This design comes from an exercise in tuning for small area, a short achievable clock period and few clock cycles on the open sky130 flow, not from production work.
No activity file was given, so power comes from the tool's default toggle rates.

// SME
module SME(clk,reset,chardata,isstring,ispattern,valid,match,match_index);
input clk;
input reset;
input [7:0] chardata;
input isstring;
input ispattern;
output match;
output [4:0] match_index;
output valid;
integer i;
reg [7:0] S [0:31];      
reg [7:0] pst [2:7];     
reg [4:0] off;           
reg [4:0] wp;            
reg       str_ff;        
reg       pat_ff;        
reg [3:0] jcnt;          
reg       rep;           
reg       rend;          
reg       valid_r;
reg       caret;         
reg       stopped;       
reg [31:0] c;            
reg [31:0] M;            
reg [4:0] nb;            
reg [7:0] rb;            
reg       match_r;
reg [4:0] idx_r;
assign valid = valid_r;
assign match = match_r;
assign match_index = idx_r;
function [6:0] pe32;
    input [31:0] v;
    input [31:0] pb;
    input [4:0] add;
    reg [31:0] a, p;
    reg [5:0] sm [0:31];
    reg h, t;
    integer n, k;
    begin
        a = v; p = pb;
        for (k = 0; k < 32; k = k + 1) sm[k] = 6'd0;
        for (n = 0; n < 5; n = n + 1) begin
            for (k = 0; k < 32; k = k + 1) begin
                if (k % (2 << n) == 0) begin
                    h = ~a[k];
                    if (h) begin
                        sm[k] = sm[k + (1 << n)];
                        p[k] = p[k + (1 << n)];
                    end
                    t = sm[k][n];
                    sm[k][n] = t ^ h ^ add[n];
                    sm[k][n+1] = (t & h) | (t & add[n]) | (h & add[n]);
                    a[k] = a[k] | a[k + (1 << n)];
                end
            end
        end
        pe32 = {a[0], p[0], sm[0][4:0]};
    end
endfunction
function [4:0] add5;
    input [4:0] a, b;
    reg cy;
    integer n;
    begin
        cy = 1'b0;
        for (n = 0; n < 5; n = n + 1) begin
            add5[n] = a[n] ^ b[n] ^ cy;
  ...
For scale: ~2000 cells after synthesis, ~410 flip-flops, about 19 I/O pins.
==> module SME, before the edit <==
module SME(clk,reset,chardata,isstring,ispattern,valid,match,match_index);
input clk;
input reset;
input [7:0] chardata;
input isstring;
input ispattern;
output match;
output [4:0] match_index;
output valid;
integer i;
reg [7:0] S [0:31];      
reg [7:0] pst [2:7];     
reg [4:0] off;           
reg [4:0] wp;            
reg       str_ff;        
reg       pat_ff;        
reg [3:0] jcnt;          
reg       rep;           
reg       rend;          
reg       valid_r;
reg       caret;         
reg       stopped;       
reg [31:0] c;            
reg [31:0] M;            
reg [4:0] nb;            
reg [7:0] rb;            
reg       match_r;
reg [4:0] idx_r;
assign valid = valid_r;
assign match = match_r;
assign match_index = idx_r;
function [6:0] pe32;
    input [31:0] v;
    input [31:0] pb;
    input [4:0] add;
    reg [31:0] a, p;
    reg [5:0] sm [0:31];
    reg h, t;
    integer n, k;
    begin
        a = v; p = pb;
        for (k = 0; k < 32; k = k + 1) sm[k] = 6'd0;
        for (n = 0; n < 5; n = n + 1) begin
            for (k = 0; k < 32; k = k + 1) begin
                if (k % (2 << n) == 0) begin
                    h = ~a[k];
                    if (h) begin
                        sm[k] = sm[k + (1 << n)];
                        p[k] = p[k + (1 << n)];
                    end
                    t = sm[k][n];
                    sm[k][n] = t ^ h ^ add[n];
                    sm[k][n+1] = (t & h) | (t & add[n]) | (h & add[n]);
                    a[k] = a[k] | a[k + (1 << n)];
                end
            end
        end
        pe32 = {a[0], p[0], sm[0][4:0]};
    end
endfunction
function [4:0] add5;
    input [4:0] a, b;
    reg cy;
    integer n;
    begin
        cy = 1'b0;
        for (n = 0; n < 5; n = n + 1) begin
            add5[n] = a[n] ^ b[n] ^ cy;
            cy = (a[n] & b[n]) | (cy & (a[n] ^ b[n]));
        end
    end
endfunction
function [31:0] thermo;
    input [4:0] a;
    reg on;
    integer n;
    begin
        on = 1'b0;
        for (n = 0; n < 32; n = n + 1) begin
            on = on | (a == n);
            thermo[n] = on;
        end
    end
endfunction
wire       pv   = ispattern | rep;
reg  [7:0] rnext;                
always @(*) begin
    case (jcnt[2:0])
        3'd1: rnext = pst[2];
        3'd2: rnext = pst[3];
        3'd3: rnext = pst[4];
        3'd4: rnext = pst[5];
        3'd5: rnext = pst[6];
        3'd6: rnext = pst[7];
        default: rnext = 8'h00;
    endcase
end
wire [7:0] src   = rep ? rb : chardata;
wire       first = (jcnt == 4'd0);
wire       isC   = (src == 8'h5E);
wire       zero  = (src == 8'h00);
wire       stopc = zero & (~caret | (jcnt != 4'd1));
wire       cmpn  = ~stopped & ~stopc;       
reg [31:0] eq;
always @(*) begin
    for (i = 0; i < 32; i = i + 1) eq[i] = (S[i] == src);
end
wire [31:0] x = (first ? 32'hFFFFFFFF : c) & eq;
wire term   = pat_ff & ~ispattern;
wire repgo  = term & caret & (jcnt == 4'd1);
wire endc   = (term & ~repgo) | rend;
wire noterm = ~caret & ~stopped & jcnt[3];
wire [31:0] pr = c & {c[0], c[31:1]};
wire [6:0] pa = pe32(c & M, pr & M, nb);
wire [6:0] pc = pe32(c, pr, nb);
wire [4:0] idx = pa[6] ? pa[4:0] : pc[4:0];
wire       nxt = pa[6] ? pa[5] : pc[5];
wire found = pc[6] & ~noterm;
wire [4:0] offn = add5(idx, offm1);    
wire [4:0] offm1 = off - 5'd1;
wire [31:0] T0 = thermo(off);                           
wire [31:0] T1 = T0[30] ? {T0[30:0], 1'b0} : 32'hFFFFFFFF;  
wire [4:0] slot = str_ff ? wp : off;
always @(posedge clk or posedge reset) begin
    if (reset) begin
        for (i = 0; i < 32; i = i + 1) S[i] <= 8'h00;
    end else if (isstring) begin
        for (i = 0; i < 32; i = i + 1) if (slot == i) S[i] <= chardata;
    end
end
always @(posedge clk or posedge reset) begin
    if (reset) begin
        for (i = 2; i < 8; i = i + 1) pst[i] <= 8'hFF;
    end else begin
        for (i = 2; i < 8; i = i + 1)
            if ((ispattern | term) && jcnt == i) pst[i] <= ispattern ? chardata : 8'h00;
    end
end
always @(posedge clk or posedge reset) begin
    if (reset) begin
        off <= 5'd0;
        wp <= 5'd0;
        str_ff <= 1'b0;
        pat_ff <= 1'b0;
        jcnt <= 4'd0;
        rep <= 1'b0;
        rend <= 1'b0;
        valid_r <= 1'b0;
    end else begin
        str_ff <= isstring;
        pat_ff <= ispattern;
        if (endc & found) off <= offn;
        wp <= slot + 5'd1;
        if (pv) jcnt <= jcnt + 4'd1;
        else if (repgo) jcnt <= 4'd1;
        else jcnt <= 4'd0;
        rep <= repgo | (rep & (jcnt != 4'd7));
        rend <= rep & (jcnt == 4'd7);
        valid_r <= endc;
    end
end
always @(posedge clk) begin
    if (pv) begin
        if (first) begin
            caret <= isC;
            stopped <= 1'b0;
            c <= isC ? 32'hFFFFFFFF : {x[30:0], x[31]};
            M <= isC ? T0 : T1;
            nb <= isC ? 5'd2 - off : 5'd1 - off;
        end else begin
            if (stopc) stopped <= 1'b1;
            if (cmpn) begin
                c <= {x[30:0], x[31]};
                M <= M[30] ? {M[30:0], 1'b0} : 32'hFFFFFFFF;
                nb <= nb - 5'd1;
            end
        end
    end
    rb <= rep ? rnext : 8'h00;
    if (endc) begin
        match_r <= found & nxt;
        idx_r <= found ? idx : 5'd1;
    end
end
endmodule
Settings: LEC_CHECK=0, CAP_MARGIN=20, CORE_MARGIN=2, CORE_UTILIZATION=40, SETUP_SLACK_MARGIN=3.7, SLEW_MARGIN=20; clock period 6.0 ns.
run.sh (not shown) runs the stock make flow with config.mk's settings and CLKGATE_MAP_FILE= SYNTH_SCRIPT=/design/flow/synth_recipe.tcl, a recipe that flattens the netlist after the stock synthesis.
The first run completed with no timing, DRC or antenna violations.
==> next run, changes <==
--- a/flow/design.v
+++ b/flow/design.v
@@ -33,11 +33,11 @@
     input [31:0] v;
     input [31:0] pb;
     input [4:0] add;
     reg [31:0] a, p;
     reg [5:0] sm [0:31];
-    reg h, t;
+    reg h;
     integer n, k;
     begin
         a = v; p = pb;
         for (k = 0; k < 32; k = k + 1) sm[k] = 6'd0;
         for (n = 0; n < 5; n = n + 1) begin
@@ -46,42 +46,17 @@
                     h = ~a[k];
                     if (h) begin
                         sm[k] = sm[k + (1 << n)];
                         p[k] = p[k + (1 << n)];
                     end
-                    t = sm[k][n];
-                    sm[k][n] = t ^ h ^ add[n];
-                    sm[k][n+1] = (t & h) | (t & add[n]) | (h & add[n]);
+                    sm[k] = (sm[k] & ((6'd1 << n) - 6'd1)) |
+                            (({5'd0, sm[k][n]} + {5'd0, h} + {5'd0, add[n]}) << n);
                     a[k] = a[k] | a[k + (1 << n)];
                 end
             end
         end
         pe32 = {a[0], p[0], sm[0][4:0]};
-    end
-endfunction
-function [4:0] add5;
-    input [4:0] a, b;
-    reg cy;
-    integer n;
-    begin
-        cy = 1'b0;
-        for (n = 0; n < 5; n = n + 1) begin
-            add5[n] = a[n] ^ b[n] ^ cy;
-            cy = (a[n] & b[n]) | (cy & (a[n] ^ b[n]));
-        end
-    end
-endfunction
-function [31:0] thermo;
-    input [4:0] a;
-    reg on;
-    integer n;
-    begin
-        on = 1'b0;
-        for (n = 0; n < 32; n = n + 1) begin
-            on = on | (a == n);
-            thermo[n] = on;
-        end
     end
 endfunction
 wire       pv   = ispattern | rep;
 reg  [7:0] rnext;                
 always @(*) begin
@@ -114,14 +89,19 @@
 wire [6:0] pa = pe32(c & M, pr & M, nb);
 wire [6:0] pc = pe32(c, pr, nb);
 wire [4:0] idx = pa[6] ? pa[4:0] : pc[4:0];
 wire       nxt = pa[6] ? pa[5] : pc[5];
 wire found = pc[6] & ~noterm;
-wire [4:0] offn = add5(idx, offm1);    
+wire [4:0] offn = idx + offm1;    
 wire [4:0] offm1 = off - 5'd1;
-wire [31:0] T0 = thermo(off);                           
-wire [31:0] T1 = T0[30] ? {T0[30:0], 1'b0} : 32'hFFFFFFFF;  
+reg [31:0] T0, T1;                
+always @(*) begin
+    for (i = 0; i < 32; i = i + 1) begin
+        T0[i] = (i >= off);
+        T1[i] = (i >= off + 1) | (off == 5'd31);
+    end
+end
 wire [4:0] slot = str_ff ? wp : off;
 always @(posedge clk or posedge reset) begin
     if (reset) begin
         for (i = 0; i < 32; i = i + 1) S[i] <= 8'h00;
     end else if (isstring) begin
Critical path depth came out higher by 1.
Worst setup slack loses 0.20 ns.
Cell count climbs by 4.3%.
Hold slack stays flat.
Sequential share of layout area fell by 2.2 points.
Die area increases by 2.4%.
First-iteration DRC count fell by 2.8%.
Power goes up by 8.1%.
Clock-buffer cell count climbs by 5.
Routed wire length rises by 3.1%.
Synthesized area rose by 2.5%.
Combinational power climbs by about 10%.
Clock power came out higher by about 2%.
No run of this note included a check of the RTL's function; only the layout flow was run.

========
The RTL this note starts from:
==> flow/design.v <==
module SME(clk,reset,chardata,isstring,ispattern,valid,match,match_index);
input clk;
input reset;
input [7:0] chardata;
input isstring;
input ispattern;
output match;
output [4:0] match_index;
output valid;
integer i;
reg [7:0] S [0:31];      
reg [7:0] pst [2:7];     
reg [4:0] off;           
reg [4:0] wp;            
reg       str_ff;        
reg       pat_ff;        
reg [3:0] jcnt;          
reg       rep;           
reg       rend;          
reg       valid_r;
reg       caret;         
reg       stopped;       
reg [31:0] c;            
reg [31:0] M;            
reg [4:0] nb;            
reg [7:0] rb;            
reg       match_r;
reg [4:0] idx_r;
assign valid = valid_r;
assign match = match_r;
assign match_index = idx_r;
function [6:0] pe32;
    input [31:0] v;
    input [31:0] pb;
    input [4:0] add;
    reg [31:0] a, p;
    reg [5:0] sm [0:31];
    reg h;
    integer n, k;
    begin
        a = v; p = pb;
        for (k = 0; k < 32; k = k + 1) sm[k] = 6'd0;
        for (n = 0; n < 5; n = n + 1) begin
            for (k = 0; k < 32; k = k + 1) begin
                if (k % (2 << n) == 0) begin
                    h = ~a[k];
                    if (h) begin
                        sm[k] = sm[k + (1 << n)];
                        p[k] = p[k + (1 << n)];
                    end
                    sm[k] = (sm[k] & ((6'd1 << n) - 6'd1)) |
                            (({5'd0, sm[k][n]} + {5'd0, h} + {5'd0, add[n]}) << n);
                    a[k] = a[k] | a[k + (1 << n)];
                end
            end
        end
        pe32 = {a[0], p[0], sm[0][4:0]};
    end
endfunction
wire       pv   = ispattern | rep;
reg  [7:0] rnext;                
always @(*) begin
    case (jcnt[2:0])
        3'd1: rnext = pst[2];
        3'd2: rnext = pst[3];
        3'd3: rnext = pst[4];
        3'd4: rnext = pst[5];
        3'd5: rnext = pst[6];
        3'd6: rnext = pst[7];
        default: rnext = 8'h00;
    endcase
end
wire [7:0] src   = rep ? rb : chardata;
wire       first = (jcnt == 4'd0);
wire       isC   = (src == 8'h5E);
wire       zero  = (src == 8'h00);
wire       stopc = zero & (~caret | (jcnt != 4'd1));
wire       cmpn  = ~stopped & ~stopc;       
reg [31:0] eq;
always @(*) begin
    for (i = 0; i < 32; i = i + 1) eq[i] = (S[i] == src);
end
wire [31:0] x = (first ? 32'hFFFFFFFF : c) & eq;
wire term   = pat_ff & ~ispattern;
wire repgo  = term & caret & (jcnt == 4'd1);
wire endc   = (term & ~repgo) | rend;
wire noterm = ~caret & ~stopped & jcnt[3];
wire [31:0] pr = c & {c[0], c[31:1]};
wire [6:0] pa = pe32(c & M, pr & M, nb);
wire [6:0] pc = pe32(c, pr, nb);
wire [4:0] idx = pa[6] ? pa[4:0] : pc[4:0];
wire       nxt = pa[6] ? pa[5] : pc[5];
wire found = pc[6] & ~noterm;
wire [4:0] offn = idx + offm1;    
wire [4:0] offm1 = off - 5'd1;
reg [31:0] T0, T1;                
always @(*) begin
    for (i = 0; i < 32; i = i + 1) begin
        T0[i] = (i >= off);
        T1[i] = (i >= off + 1) | (off == 5'd31);
    end
end
wire [4:0] slot = str_ff ? wp : off;
always @(posedge clk or posedge reset) begin
    if (reset) begin
        for (i = 0; i < 32; i = i + 1) S[i] <= 8'h00;
    end else if (isstring) begin
        for (i = 0; i < 32; i = i + 1) if (slot == i) S[i] <= chardata;
    end
end
always @(posedge clk or posedge reset) begin
    if (reset) begin
        for (i = 2; i < 8; i = i + 1) pst[i] <= 8'hFF;
    end else begin
        for (i = 2; i < 8; i = i + 1)
            if ((ispattern | term) && jcnt == i) pst[i] <= ispattern ? chardata : 8'h00;
    end
end
always @(posedge clk or posedge reset) begin
    if (reset) begin
        off <= 5'd0;
        wp <= 5'd0;
        str_ff <= 1'b0;
        pat_ff <= 1'b0;
        jcnt <= 4'd0;
        rep <= 1'b0;
        rend <= 1'b0;
        valid_r <= 1'b0;
    end else begin
        str_ff <= isstring;
        pat_ff <= ispattern;
        if (endc & found) off <= offn;
        wp <= slot + 5'd1;
        if (pv) jcnt <= jcnt + 4'd1;
        else if (repgo) jcnt <= 4'd1;
        else jcnt <= 4'd0;
        rep <= repgo | (rep & (jcnt != 4'd7));
        rend <= rep & (jcnt == 4'd7);
        valid_r <= endc;
    end
end
always @(posedge clk) begin
    if (pv) begin
        if (first) begin
            caret <= isC;
            stopped <= 1'b0;
            c <= isC ? 32'hFFFFFFFF : {x[30:0], x[31]};
            M <= isC ? T0 : T1;
            nb <= isC ? 5'd2 - off : 5'd1 - off;
        end else begin
            if (stopc) stopped <= 1'b1;
            if (cmpn) begin
                c <= {x[30:0], x[31]};
                M <= M[30] ? {M[30:0], 1'b0} : 32'hFFFFFFFF;
                nb <= nb - 5'd1;
            end
        end
    end
    rb <= rep ? rnext : 8'h00;
    if (endc) begin
        match_r <= found & nxt;
        idx_r <= found ? idx : 5'd1;
    end
end
endmodule
Settings: LEC_CHECK=0, CAP_MARGIN=20, CORE_MARGIN=2, CORE_UTILIZATION=40, SLEW_MARGIN=20; clock period 6.0 ns.
==> next run, changes <==
--- a/flow/design.v
+++ b/flow/design.v
@@ -33,11 +33,11 @@
     input [31:0] v;
     input [31:0] pb;
     input [4:0] add;
     reg [31:0] a, p;
     reg [5:0] sm [0:31];
-    reg h;
+    reg h, t;
     integer n, k;
     begin
         a = v; p = pb;
         for (k = 0; k < 32; k = k + 1) sm[k] = 6'd0;
         for (n = 0; n < 5; n = n + 1) begin
@@ -46,17 +46,42 @@
                     h = ~a[k];
                     if (h) begin
                         sm[k] = sm[k + (1 << n)];
                         p[k] = p[k + (1 << n)];
                     end
-                    sm[k] = (sm[k] & ((6'd1 << n) - 6'd1)) |
-                            (({5'd0, sm[k][n]} + {5'd0, h} + {5'd0, add[n]}) << n);
+                    t = sm[k][n];
+                    sm[k][n] = t ^ h ^ add[n];
+                    sm[k][n+1] = (t & h) | (t & add[n]) | (h & add[n]);
                     a[k] = a[k] | a[k + (1 << n)];
                 end
             end
         end
         pe32 = {a[0], p[0], sm[0][4:0]};
+    end
+endfunction
+function [4:0] add5;
+    input [4:0] a, b;
+    reg cy;
+    integer n;
+    begin
+        cy = 1'b0;
+        for (n = 0; n < 5; n = n + 1) begin
+            add5[n] = a[n] ^ b[n] ^ cy;
+            cy = (a[n] & b[n]) | (cy & (a[n] ^ b[n]));
+        end
+    end
+endfunction
+function [31:0] thermo;
+    input [4:0] a;
+    reg on;
+    integer n;
+    begin
+        on = 1'b0;
+        for (n = 0; n < 32; n = n + 1) begin
+            on = on | (a == n);
+            thermo[n] = on;
+        end
     end
 endfunction
 wire       pv   = ispattern | rep;
 reg  [7:0] rnext;                
 always @(*) begin
@@ -89,19 +114,14 @@
 wire [6:0] pa = pe32(c & M, pr & M, nb);
 wire [6:0] pc = pe32(c, pr, nb);
 wire [4:0] idx = pa[6] ? pa[4:0] : pc[4:0];
 wire       nxt = pa[6] ? pa[5] : pc[5];
 wire found = pc[6] & ~noterm;
-wire [4:0] offn = idx + offm1;    
+wire [4:0] offn = add5(idx, offm1);    
 wire [4:0] offm1 = off - 5'd1;
-reg [31:0] T0, T1;                
-always @(*) begin
-    for (i = 0; i < 32; i = i + 1) begin
-        T0[i] = (i >= off);
-        T1[i] = (i >= off + 1) | (off == 5'd31);
-    end
-end
+wire [31:0] T0 = thermo(off);                           
+wire [31:0] T1 = T0[30] ? {T0[30:0], 1'b0} : 32'hFFFFFFFF;  
 wire [4:0] slot = str_ff ? wp : off;
 always @(posedge clk or posedge reset) begin
     if (reset) begin
         for (i = 0; i < 32; i = i + 1) S[i] <= 8'h00;
     end else if (isstring) begin
The changed run ran to the end with no violations.
Via count grows by about 0.9%.
Register-to-register slack improves by 0.08 ns.
Hold slack barely changes.
Worst setup slack improves by 0.084 ns.
Cell count shrinks by 1.7%.
Critical path depth grows by 3.
Non-clock buffer count grows by 3.
Total power shrinks by about 5%.
Fmax grows by 1.8%.
Function was not checked in any run of this note: the RTL went through the layout flow alone.

## static timing again, ports no longer ideal
Ports are ideal in the flow. The routed layouts listed here were re-timed in OpenROAD. Step 1 assumes that a clkbuf_16 drives the clock port and a buf_2 every other input. Step 2 moves the port delays by t, midway between the first and last clock arrival at a register: inputs arrive t later, outputs are due t later. That takes back most of the time a late clock gives input paths. a / b / c = ideal ports / drivers / drivers and shift; a / b = the first two.
| run | t (ns) | slack for setup (ns) | worst register clock-pin slew, ns |
|---|---|---|---|
| the first run of note 1 | 0.645 | 1.749 / 1.749 / 1.749 | 0.07 / 0.07 |
| the second run of note 1 | 0.645 | 1.549 / 1.549 / 1.549 | 0.06 / 0.06 |
| the first run of note 2 | 0.649 | 1.115 / 1.115 / 1.115 | 0.07 / 0.07 |
| the second run of note 2 | 0.666 | 1.200 / 1.200 / 1.200 | 0.06 / 0.06 |
After both steps setup and hold are still met in every run listed.
